What follows belongs to an exercise in optimizing a design on an open flow for small area; a production flow would make more cautious choices. Only simulation tests tie the RTL to the original design; equivalence was not proved. Power is estimated from default activity; no workload was simulated.

==> flow/design.v <==
module fifo (
  input  logic       clk, rst,
  input  logic       wr, rd,
  input  logic [7:0] data_in,
  output logic [7:0] data_out,
  output logic       full, empty
);
  reg [3:0] wptr,rptr;
  reg [15:0] mem [16];
  reg [4:0] cnt;
  always@(posedge clk) begin
    if(rst == 1'b1)begin
      wptr <= 0;
      rptr <= 0;
      cnt <= 0;
    end
    else if (wr && !full)begin
      mem[wptr] <= data_in;
      wptr <= wptr+1;
      cnt <= cnt+1;
    end
    else if(rd && !empty)begin
      data_out <= mem[rptr];
      rptr <= rptr+1;
      cnt <= cnt-1;
    end
  end
  assign full = (cnt==16)? 1'b1:1'b0;
  assign empty = (cnt==0)? 1'b1:1'b0;
endmodule
==> flow/run.sh <==
#!/bin/bash
# synth_recipe.tcl (not shown) runs the flow's synth.tcl, then flattens the netlist and writes it again
# the make line also repeats each setting of config.mk as NAME=value (left out here)
make -C /OpenROAD-flow-scripts/flow DESIGN_CONFIG=/design/flow/config.mk WORK_HOME=/design/flow/orfs CLKGATE_MAP_FILE= SYNTH_SCRIPT=/design/flow/synth_recipe.tcl finish
==> flow/config.mk <==
export PLATFORM = sky130hd
export DESIGN_NAME = fifo
export DESIGN_NICKNAME = fifo
export VERILOG_FILES = /design/flow/design.v
export SDC_FILE = /design/flow/constraint.sdc
export NUM_CORES = 4
export LEC_CHECK = 0
export CAP_MARGIN = 20
export CORE_MARGIN = 2
export CORE_UTILIZATION = 40
export SLEW_MARGIN = 20
==> flow/constraint.sdc <==
create_clock -name core_clock -period 5.0 [get_ports {clk}]
set_input_delay 1.0000 -clock core_clock [delete_from_list [all_inputs] [get_ports {clk}]]
set_output_delay 1.0000 -clock core_clock [all_outputs]
set_load 0.01 [all_outputs]
==> results of run 1 <==
cell usage in the layout (no fill, tap or decap), drive strengths merged, types with 2 or more instances in the layout:
master	count
edfxtp	136
mux2i	34
nor2	23
clkdlybuf4s50	21
clkbuf	19
a221oi	16
mux4	16
nand2	15
o21ai	13
dfxtp	13
inv	8
a22oi	8
ha	8
clkinv	7
buf	6
bufinv	5
a21oi	5
nand2b	4
nor3	4
xor2	4
nor2b	4
a211oi	3
xnor2	3
or2	2
a21o	2
o31ai	2
o211ai	2
routing by layer:
layer | GRT usage | routed length [um]
met1 | 0.216 | 5380
met2 | 0.257 | 5880
met3 | 0.0452 | 777
met4 | 0.0627 | 187
met5 | 0 | 0
power by group:
part           switching [mW]  internal (mW)
Sequential             0.0913           1.43
Combinational           0.316          0.318
Clock                   0.458          0.874
Total                   0.866           2.62
final cells by class:
cell class	instances	area, um^2
timing repair buffer	27	255
sequential	149	4350
clock inverter	13	186
inverter	8	30.0
fill	1256	7940
tap	188	235
clock buffer	19	433
multi-input combinational	181	1610
per-stage QoR:
stage	setup slack [ps]	total power, mW	hold WS [ps]
CTS	1700	3.51	581
global placement	1450	2.17	563
global route	1530	3.63	613
detailed placement	1340	2.18	568
floorplan	2220	2.00	533
finish	1700	3.48	577
cells by family (layout without fill, tap and decap cells):
kind of cell             count (synthesis)  in the layout  share of synthesized area
flip-flops                             149            149                      0.716
multiplexers                            51             51                      0.117
buffers and inverters                   27             67                     0.0198
AO/OA/AOI/OAI                           56             56                     0.0728
AND/OR/NAND/NOR                         58             58                     0.0441
adder cells (fa/ha/maj)                  9              9                     0.0198
XOR/XNOR                                 7              7                     0.0101
critical path: stages (launching register included):
cell and delay, ps:
dfxtp_1 390, nor4_1 750, nand2_1 130, inv_1 80, clkdlybuf4s50_1 530
path summary, 6_finish.rpt:
check,to,slack (ps),cells past startpoint
worst max-delay path,full,1700,4
worst min register to register,wptr[1],580,2
worst max register to register,cnt[4],2090,8
worst min-delay path,wptr[1],580,2
sequential cells by signal, indices dropped and copies added (netlist names):
| signal | flops |
|---|---|
| mem | 128 |
| wptr | 4 |
| data_out | 8 |
| rptr | 4 |
| cnt | 5 |
==> run_results.csv, run 1 <==
group,metric,value,unit
worst_hold_path,timing.hold.worst.class,"reg2reg",
job,max-cap-violations,0,
clock_tree,cts.reportedPaths.clkPinSlew,60,ps
global_route,grt_start_max_net_pins,41,
critical_path,cp.arrival,2300,ps
global_route,globalRoute.totalOverflow,0,
routing,vias,3153,
global_route,number_of_antenna_violations_at_the_first_check_in_global_routing,0,
critical_path,critPathRequiredTime,4000,ps
critical_path,critPathLaunch,"cnt[1]",
critical_path,timing.setup.critical_path_class,"reg2out",
yosys,yosys.cell_types.count,41,
yosys,synth_area_leader_cell,"edfxtp_1",
routing,drc_errors,0,
yosys,mappedNetlistArea,0.00607,mm^2
routing,vias_per_cell,5.39,
floorplanning,dieArea,0.0162,mm^2
yosys,synth_commonest_cells,"edfxtp_1, mux2i_1, nor2_1",
finish,finish.net_count,405,
clock_tree,cts_repair_resize_count,0,
yosys,number_of_warnings_printed_during_yosys_synthesis,1,
yosys,synth_largest_type_area_fraction,0.673,
pwr,vdd.ir_drop.worst,0.000326,V
routing,antenna_left,0,
finish,area_growth,16.9,%
global_route,first_global_vias,3179,
finish,finish.cell_count_without_fillers,585,
run_status,status,"timing/DRC/antenna clean",
pwr,cellLeakagePower,2.29,nW
sta,finalCriticalPeriod,3300,ps
clock_tree,cts_tree,"built",
yosys,synth.top_cells.by_area,"edfxtp_1, mux4_2, mux2i_1",
clock_tree,clkLatencyLatePin,420,ps
critical_path,worstPathMaxFanout,6,
pwr,power.density,491,mW/mm^2
floorplanning,die-width,127,um
clock_tree,numCtsBuffers,17,
place,dpl_cell_area,0.00647,mm^2
routing,postRouteWirelength,12.2,mm
sta,grt_setup_unrepaired,"no",
sta,timing.setup.tns,0,ps
floorplanning,number_of_ports_placed_on_the_die_boundary,22,
clock_tree,cts_setup_buffers,0,
finish,postLayoutCellArea,0.00709,mm^2
sta,timing_worst_slew_pin_value,1020,ps
sta,hold_violations,0,
place,post-dp-hpwl,7.99,mm
sta,finalMaxSlewViolations,0,
clock_tree,cts_sinks,149,
clock_tree,ctsRootBufferMaster,"clkbuf_16",
yosys,ys_dominant_reg_cell,"edfxtp_1",
place,place.detailed.instances,553,
yosys,synthCells,357,
yosys,ys_async_sr_fraction,0,
routing,drt-wirelength-per-cell,20.9,um
floorplanning,die_height,127,um
routing,first_iter_violations,339,
yosys,cell_with_the_most_instances_after_synthesis,"edfxtp_1",
finish,insertedDiodeCount,0,
global_route,grt_pass1_wl,18.8,mm
sta,final-setup-viol-count,0,
sta,post-route-period-util,0.659,
critical_path,timing.critical_path.to_type,"output pin",
global_route,groute.usage.overall,0.163,
sta,worst_slew_margin_rel,0.322,
critical_path,setup.worst_path.start_class,"flop",
worst_hold_path,hold_path_startpoint,"wptr[1]",
clock_tree,ctsHoldBuffers,0,
yosys,syn_area_per_cell,17.0,um^2
finish,layout_cell_share_with_drive_strength_beyond_1,0.144,
floorplanning,placement_rows,45,
place,gp_congestion,0.789,
yosys,synthesis.nets,378,
sta,fmaxAchievable,303,MHz
routing,drt_pass1_iterations,4,
clock_tree,cts-root-to-sink-buffers,2,
critical_path,r2r_start,"cnt[1]",
yosys,yosys_register_bits,149,
floorplanning,core,0.0150,mm^2
sta,final.setup_skew,6.41,ps
place,port_buffers,21,
yosys,synth_enable_flop_cells,136,
finish,fin_util,0.472,
floorplanning,initial_core_util,0.404,
yosys,synth_sequential_area_ratio,0.716,
clock_tree,h-tree-depth,4,
==> run 2: changes to the inputs <==
==> flow/design.v (replaced) <==
module fifo (
  input  logic       clk, rst,
  input  logic       wr, rd,
  input  logic [7:0] data_in,
  output logic [7:0] data_out,
  output logic       full, empty
);
  logic [7:0] mem [16];
  logic [4:0] r;
  assign empty = r[4];
  assign full  = (r == 5'b01111);
  wire do_wr = wr && !full;
  wire do_rd = rd && !empty && !do_wr;
  always_ff @(posedge clk) begin
    if (do_wr) begin
      mem[0] <= data_in;
      for (int i = 1; i < 16; i++) mem[i] <= mem[i-1];
    end
  end
  always_ff @(posedge clk) begin
    if (do_rd) data_out <= mem[r[3:0]];
  end
  always_ff @(posedge clk) begin
    if (rst)        r <= 5'b11111;
    else if (do_wr) r <= r + 5'd1;
    else if (do_rd) r <= r - 5'd1;
  end
endmodule
==> run 2 against run 1 <==
Net effect: critical endpoint unchanged; highest routed layer unchanged; worst setup slack better by 30 ps; critical path type unchanged; still clean on timing, DRC and antenna; combinational power is 3% lower; sequential power is 5% higher; largest power group unchanged; critical path depth stayed put.
==> run_results.csv, run 2 <==
group,metric,value,unit
critical_path,timing.setup.critical_path_class,"reg2out",
yosys,ys_async_sr_fraction,0,
floorplanning,dieArea,0.0153,mm^2
finish,ff_latch_area,0.00418,mm^2
yosys,synth_enable_flop_cells,136,
pwr,share_seq_of_total_power,0.452,
sta,fmaxAchievable,306,MHz
finish,layout_cell_share_with_drive_strength_beyond_1,0.120,
pwr,p_comb_frac,0.175,
routing,postRouteWirelength,12.0,mm
floorplanning,initial_core_util,0.410,
yosys,synthesis.nets,370,
clock_tree,cts_tree,"built",
yosys,synth_sequential_area_ratio,0.732,
finish,fin_util,0.481,
global_route,grt_start_max_net_pins,58,
floorplanning,number_of_ports_placed_on_the_die_boundary,22,
finish,finish.net_count,395,
yosys,synthCells,354,
place,port_buffers,21,
clock_tree,h-tree-depth,4,
sta,finalMaxSlewViolations,0,
pwr,power_switching,0.947,mW
clock_tree,ctsRootBufferMaster,"clkbuf_16",
pwr,p_clk_frac,0.374,
global_route,globalRoute.totalOverflow,0,
clock_tree,cts_setup_buffers,0,
critical_path,cp.arrival,2270,ps
sta,post-route-period-util,0.653,
pwr,cellLeakagePower,2.30,nW
routing,antenna_left,0,
finish,largest_register_ffs,128,
routing,drc_errors,0,
floorplanning,placement_rows,43,
sta,grt_setup_unrepaired,"no",
floorplanning,die-width,124,um
critical_path,critPathRequiredTime,4000,ps
run_status,status,"timing/DRC/antenna clean",
sta,timing_worst_slew_pin_value,952,ps
routing,vias,3305,
routing,vias_per_cell,5.78,
floorplanning,core,0.0139,mm^2
routing,drt_pass1_iterations,6,
routing,first_iter_violations,423,
critical_path,worstPathMaxFanout,43,
yosys,synth_commonest_cells,"edfxtp_1, a21oi_1, buf_2",
yosys,mappedNetlistArea,0.00572,mm^2
clock_tree,cts.reportedPaths.clkPinSlew,60,ps
finish,insertedDiodeCount,0,
yosys,synth.top_cells.by_area,"edfxtp_1, mux2i_1, dfxtp_1",
clock_tree,clkLatencyLatePin,420,ps
job,max-cap-violations,0,
finish,filler_cell_count,1200,
critical_path,setup.worst_path.start_class,"flop",
sta,timing.setup.tns,0,ps
yosys,cell_with_the_most_instances_after_synthesis,"edfxtp_1",
clock_tree,ctsHoldBuffers,0,
sta,hold_slack,446,ps
finish,layout.cells.most_common_list,"edfxtp_1, clkdlybuf4s50_1, clkbuf_16",
yosys,ys_dominant_reg_cell,"edfxtp_1",
place,gp_congestion,0.816,
critical_path,timing.critical_path.to_type,"output pin",
clock_tree,cts-root-to-sink-buffers,2,
clock_tree,numCtsBuffers,17,
sta,finalCriticalPeriod,3270,ps
yosys,syn_area_per_cell,16.1,um^2
finish,reg_top3,"mem (128), data_out (8), r (5)",
place,post-dp-hpwl,7.12,mm
sta,final-setup-viol-count,0,
global_route,first_global_vias,3218,
yosys,number_of_warnings_printed_during_yosys_synthesis,2,
global_route,grt_pass1_wl,19.0,mm
worst_hold_path,timing.hold.worst.class,"reg2reg",
clock_tree,cts_repair_resize_count,0,
sta,final.setup_skew,8.21,ps
finish,largest_register,"mem",
pwr,power.density,526,mW/mm^2
clock_tree,cts_sinks,141,
finish,area_growth,17.2,%
finish,mostFrequentLayoutCell,"edfxtp_1",
yosys,yosys.cell_types.count,60,
sta,worst_slew_margin_rel,0.364,
yosys,yosys_register_bits,141,
global_route,number_of_antenna_violations_at_the_first_check_in_global_routing,0,
yosys,synth_area_leader_cell,"edfxtp_1",
global_route,groute.usage.overall,0.172,
finish,multi_input_comb_area,0.00139,mm^2
sta,hold_violations,0,
yosys,synth_largest_type_area_fraction,0.714,
floorplanning,die_height,124,um
pwr,p_sw_frac,0.269,
pwr,p_int,2.58,mW
routing,drt-wirelength-per-cell,21.0,um
pwr,vdd.ir_drop.worst,0.000266,V
==> run 2: changes by cell type after synthesis, sizes merged, moves of 8 or more <==
cell,before,now
nand3,1,9
nor2,23,11
dfxtp,13,5
a221oi,16,8
a21oi,5,15
mux2i,34,12
mux4,16,4
==> run 2: per-stage QoR <==
step,cell area (um^2),setup WS (ps),power (mW),std cells
final,6700,1730,3.52,572
after floorplan,5720,1610,2.04,354
after global placement,6080,1770,2.21,540
after CTS,6700,1720,3.55,572
after global routing,6700,1610,3.67,572
after detailed placement,6080,1690,2.22,540
==> run 2: critical path, stage by stage, from the launching register on <==
cell             delay [ps]
dfxtp_1                 300
buf_4                   420
nand2_1                 290
nor3_1                  260
clkdlybuf4s50_1         570
==> run 2: worst paths after layout <==
kind,startpoint,endpoint,slack (ps),cells after the start
worst max register to register,r[0],data_out[6],1810,5
worst max-delay path,r[0],full,1730,4
worst min-delay path,mem[11][3],mem[12][3],450,0
worst min register to register,mem[11][3],mem[12][3],450,0
==> run 2: power groups by stage <==
stage                     clock network [mW]  registers (mW)  logic, mW
after floorplan                            0            1.59      0.453
after global placement                     0            1.61      0.596
after detailed placement                   0            1.61      0.611
after CTS                               1.34            1.59      0.615
after global routing                    1.39            1.61      0.669
final                                   1.32            1.59      0.616
==> run 2: cell families after synthesis <==
| group | share of synthesized area |
|---|---|
| compound gates | 0.109 |
| xor+xnor | 0.00306 |
| fa+ha+maj | 0.0101 |
| buf+inv | 0.0254 |
| flops | 0.732 |
| mux | 0.0473 |
| simple gates | 0.0738 |
==> run 2: layer usage <==
layer  vias up  track usage  wire length [um]
li1       1484            -                 -
met1      1668        0.249              5290
met5         -            0                 0
met4         0       0.0746               228
met3        14       0.0480               934
met2       139        0.241              5570
==> run 2: layout make-up <==
| type | instances | area share |
|---|---|---|
| clock buffer | 17 | 0.0635 |
| clock inverter | 15 | 0.0288 |
| inverter | 7 | 0.00429 |
| multi-input combinational | 185 | 0.207 |
| sequential | 141 | 0.624 |
| tap | 180 | 0.0336 |
| timing repair buffer | 27 | 0.0381 |
==> run 3: changes to the inputs <==
--- a/flow/config.mk
+++ b/flow/config.mk
@@ -6,6 +6,10 @@
 export NUM_CORES = 4
 export LEC_CHECK = 0
+export ABC_AREA = 1
 export CAP_MARGIN = 20
 export CORE_MARGIN = 2
 export CORE_UTILIZATION = 40
+export CTS_BUF_LIST = sky130_fd_sc_hd__clkbuf_8
+export CTS_CLUSTER_DIAMETER = 100
+export CTS_CLUSTER_SIZE = 40
 export SLEW_MARGIN = 20
==> run 3 against run 2 <==
Net effect: flip-flop and latch count unchanged; critical path depth up 1; global-route usage down 2.3 points; critical path type unchanged; largest cell class unchanged.
==> run_results.csv, run 3 <==
group,metric,value,unit
finish,largest_register_ffs,128,
finish,reg_top3,"mem (128), data_out (8), r (5)",
yosys,synth_sequential_area_ratio,0.749,
yosys,ys_dominant_reg_cell,"edfxtp_1",
yosys,synth_commonest_cells,"nand2_1, edfxtp_1, nor2_1",
clock_tree,cts_repair_resize_count,0,
pwr,cellLeakagePower,2.52,nW
routing,drt_pass1_iterations,5,
global_route,number_of_antenna_violations_at_the_first_check_in_global_routing,0,
finish,area_growth,13.1,%
finish,layout_cell_share_with_drive_strength_beyond_1,0.0655,
finish,finish.net_count,526,
yosys,synthCells,469,
sta,timing.setup.tns,0,ps
worst_hold_path,timing.hold.worst.class,"reg2reg",
yosys,synth_area_leader_cell,"edfxtp_1",
finish,insertedDiodeCount,0,
routing,drc_errors,0,
sta,timing_worst_slew_pin_value,735,ps
floorplanning,placement_rows,43,
sta,hold_violations,0,
yosys,yosys.cell_types.count,18,
yosys,number_of_warnings_printed_during_yosys_synthesis,2,
yosys,synthesis.nets,485,
finish,fin_util,0.459,
critical_path,timing.critical_path.to_type,"output pin",
yosys,yosys_register_bits,141,
global_route,globalRoute.totalOverflow,0,
yosys,mappedNetlistArea,0.00559,mm^2
critical_path,path_cells,"nand2_2, nor2_4, nand2_2, inv_1, clkdlybuf4s50_1",
global_route,grt_pass1_wl,16.2,mm
finish,mostFrequentLayoutCell,"nand2_1",
pwr,vdd.ir_drop.worst,0.000220,V
sta,post-route-period-util,0.610,
global_route,groute.usage.overall,0.149,
clock_tree,ctsHoldBuffers,0,
yosys,syn_area_per_cell,11.9,um^2
critical_path,cp.arrival,2050,ps
yosys,synth-compound-area-share,0.00582,
yosys,synth_largest_type_area_fraction,0.731,
clock_tree,cts_tree,"built",
floorplanning,die_height,122,um
yosys,synthXorXnorAreaFrac,0.00157,
clock_tree,cts_sinks,141,
clock_tree,cts-root-to-sink-buffers,2,
routing,drt-wirelength-per-cell,14.5,um
job,max-cap-violations,0,
routing,antenna_left,0,
sta,finalCriticalPeriod,3050,ps
routing,vias,3288,
yosys,synth_mux_area_frac,0,
critical_path,critPathSlowestCell,"clkdlybuf4s50_1",
clock_tree,ctsRootBufferMaster,"clkbuf_8",
yosys,synth_top_family_by_area,"simple AND/OR/NAND/NOR gates",
global_route,grt_start_max_net_pins,94,
critical_path,critPathRequiredTime,4000,ps
critical_path,timing.setup.critical_path_class,"reg2out",
clock_tree,clkLatencyLatePin,430,ps
critical_path,worstPathMaxFanout,9,
finish,layout.cells.most_common_list,"nand2_1, edfxtp_1, inv_1",
sta,final-setup-viol-count,0,
sta,grt_setup_unrepaired,"no",
floorplanning,dieArea,0.0149,mm^2
critical_path,timing.critical_path.mode_cell,"nand2_2",
sta,finalMaxSlewViolations,0,
pwr,power.density,413,mW/mm^2
run_status,status,"timing/DRC/antenna clean",
clock_tree,cts.reportedPaths.clkPinSlew,70,ps
critical_path,setup.worst_path.start_class,"flop",
yosys,synth.top_cells.by_area,"edfxtp_1, nand2_1, nand3_1",
clock_tree,h-tree-depth,4,
place,post-dp-hpwl,6.87,mm
critical_path,slowest_delay,530,ps
routing,postRouteWirelength,10.2,mm
floorplanning,number_of_ports_placed_on_the_die_boundary,22,
global_route,first_global_vias,3091,
sta,final.setup_skew,9.71,ps
yosys,cell_with_the_most_instances_after_synthesis,"nand2_1",
yosys,synth_enable_flop_cells,136,
sta,fmaxAchievable,328,MHz
clock_tree,cts_setup_buffers,0,
floorplanning,core,0.0138,mm^2
yosys,synth-simple-area-share,0.208,
yosys,post_synthesis_adder_cell_area_fraction,0.0103,
yosys,ys_async_sr_fraction,0,
floorplanning,die-width,122,um
routing,first_iter_violations,254,
floorplanning,initial_core_util,0.406,
finish,largest_register,"mem",
place,port_buffers,21,
place,gp_congestion,0.819,
sta,worst_slew_margin_rel,0.508,
routing,vias_per_cell,4.70,
clock_tree,numCtsBuffers,17,
-- run 3: cell families after synthesis --
family / after synthesis
adder cells (fa/ha/maj): 4
AND/OR/NAND/NOR: 280
buffers and inverters: 37
XOR/XNOR: 1
AO/OA/AOI/OAI: 6
flip-flops: 141
-- run 3: path summary, 6_finish.rpt --
| check | endpoint | slack [ps] | from | cells after the start |
|---|---|---|---|---|
| worst min register to register | mem[6][0] | 450 | mem[5][0] | 0 |
| worst min-delay path | mem[6][0] | 450 | mem[5][0] | 0 |
| worst max-delay path | full | 1950 | r[0] | 5 |
| worst max register to register | data_out[5] | 2620 | r[0] | 6 |
-- run 3: layout make-up --
cell class                 count  area, um^2
sequential                   141        4180
clock buffer                  17         234
clock inverter                11        42.5
inverter                      37         141
tap                          180         225
timing repair buffer          22         230
fill                        1282        7450
multi-input combinational    291        1260
-- run 3: report_power, final --
| group | switching, mW | internal, mW |
|---|---|---|
| registers | 0.0698 | 1.48 |
| clock network | 0.376 | 0.312 |
| logic | 0.255 | 0.119 |
| total | 0.701 | 1.91 |
-- run 3: critical path: cells and delay by family (launching register included) --
kind	cells	cell delay, ps
buf+inv	2	600
flops	1	460
simple gates	3	550
-- run 3: per-stage QoR --
step / setup slack [ps] / area [um^2] / instances / hold slack (ps) / total power [mW]
2_1_floorplan: 295 / 5590 / 469 / 427 / 1.81
3_3_place_gp: 2080 / 6040 / 671 / 429 / 1.93
3_5_place_dp: 2000 / 6040 / 671 / 433 / 1.95
4_1_cts: 1900 / 6320 / 699 / 449 / 2.64
5_1_grt: 1790 / 6320 / 699 / 457 / 2.75
6_report: 1950 / 6320 / 699 / 447 / 2.61
-- run 3: per-layer routing --
layer | routed length [um] | vias to the layer above | share of wire | GRT usage
met5 | 0 | - | 0 | 0
met4 | 88 | 0 | 0.0087 | 0.0647
met3 | 412 | 8 | 0.041 | 0.0421
met2 | 4940 | 59 | 0.49 | 0.223
met1 | 4710 | 1567 | 0.46 | 0.202
li1 | - | 1654 | - | -

==> re-timing with driven ports <==
The results above use ideal ports. As a check the final layouts listed here were re-extracted and re-timed, cells and wires unchanged. Step 1 assumes that a clkbuf_16 drives the clock port and a buf_2 every other input. Step 2 times the ports against the registers' clock, not the clock port: input delays grow and output delays shrink by t, the midpoint of the rising clock arrivals with the driver on. Three values: ideal ports, drivers, drivers and shift; two values: the first two.
run | shift t [ns] | setup slack, ns | worst setup path at the end | clock arrival spread, ns | worst slew at a driven data input, ns
run 1 | 0.453 | 1.705 / 1.664 / 1.296 | input to register | 0.008 / 0.008 | 0.03
run 2 | 0.454 | 1.734 / 1.693 / 1.711 | input to register | 0.009 / 0.009 | 0.04
run 3 | 0.462 | 1.948 / 1.915 / 1.988 | input to register | 0.010 / 0.009 | 0.03
After both steps setup and hold are still met in every run listed. The setup slack of run 1, which loses most, moves by -0.041 ns with the drivers and by -0.409 ns with both steps.
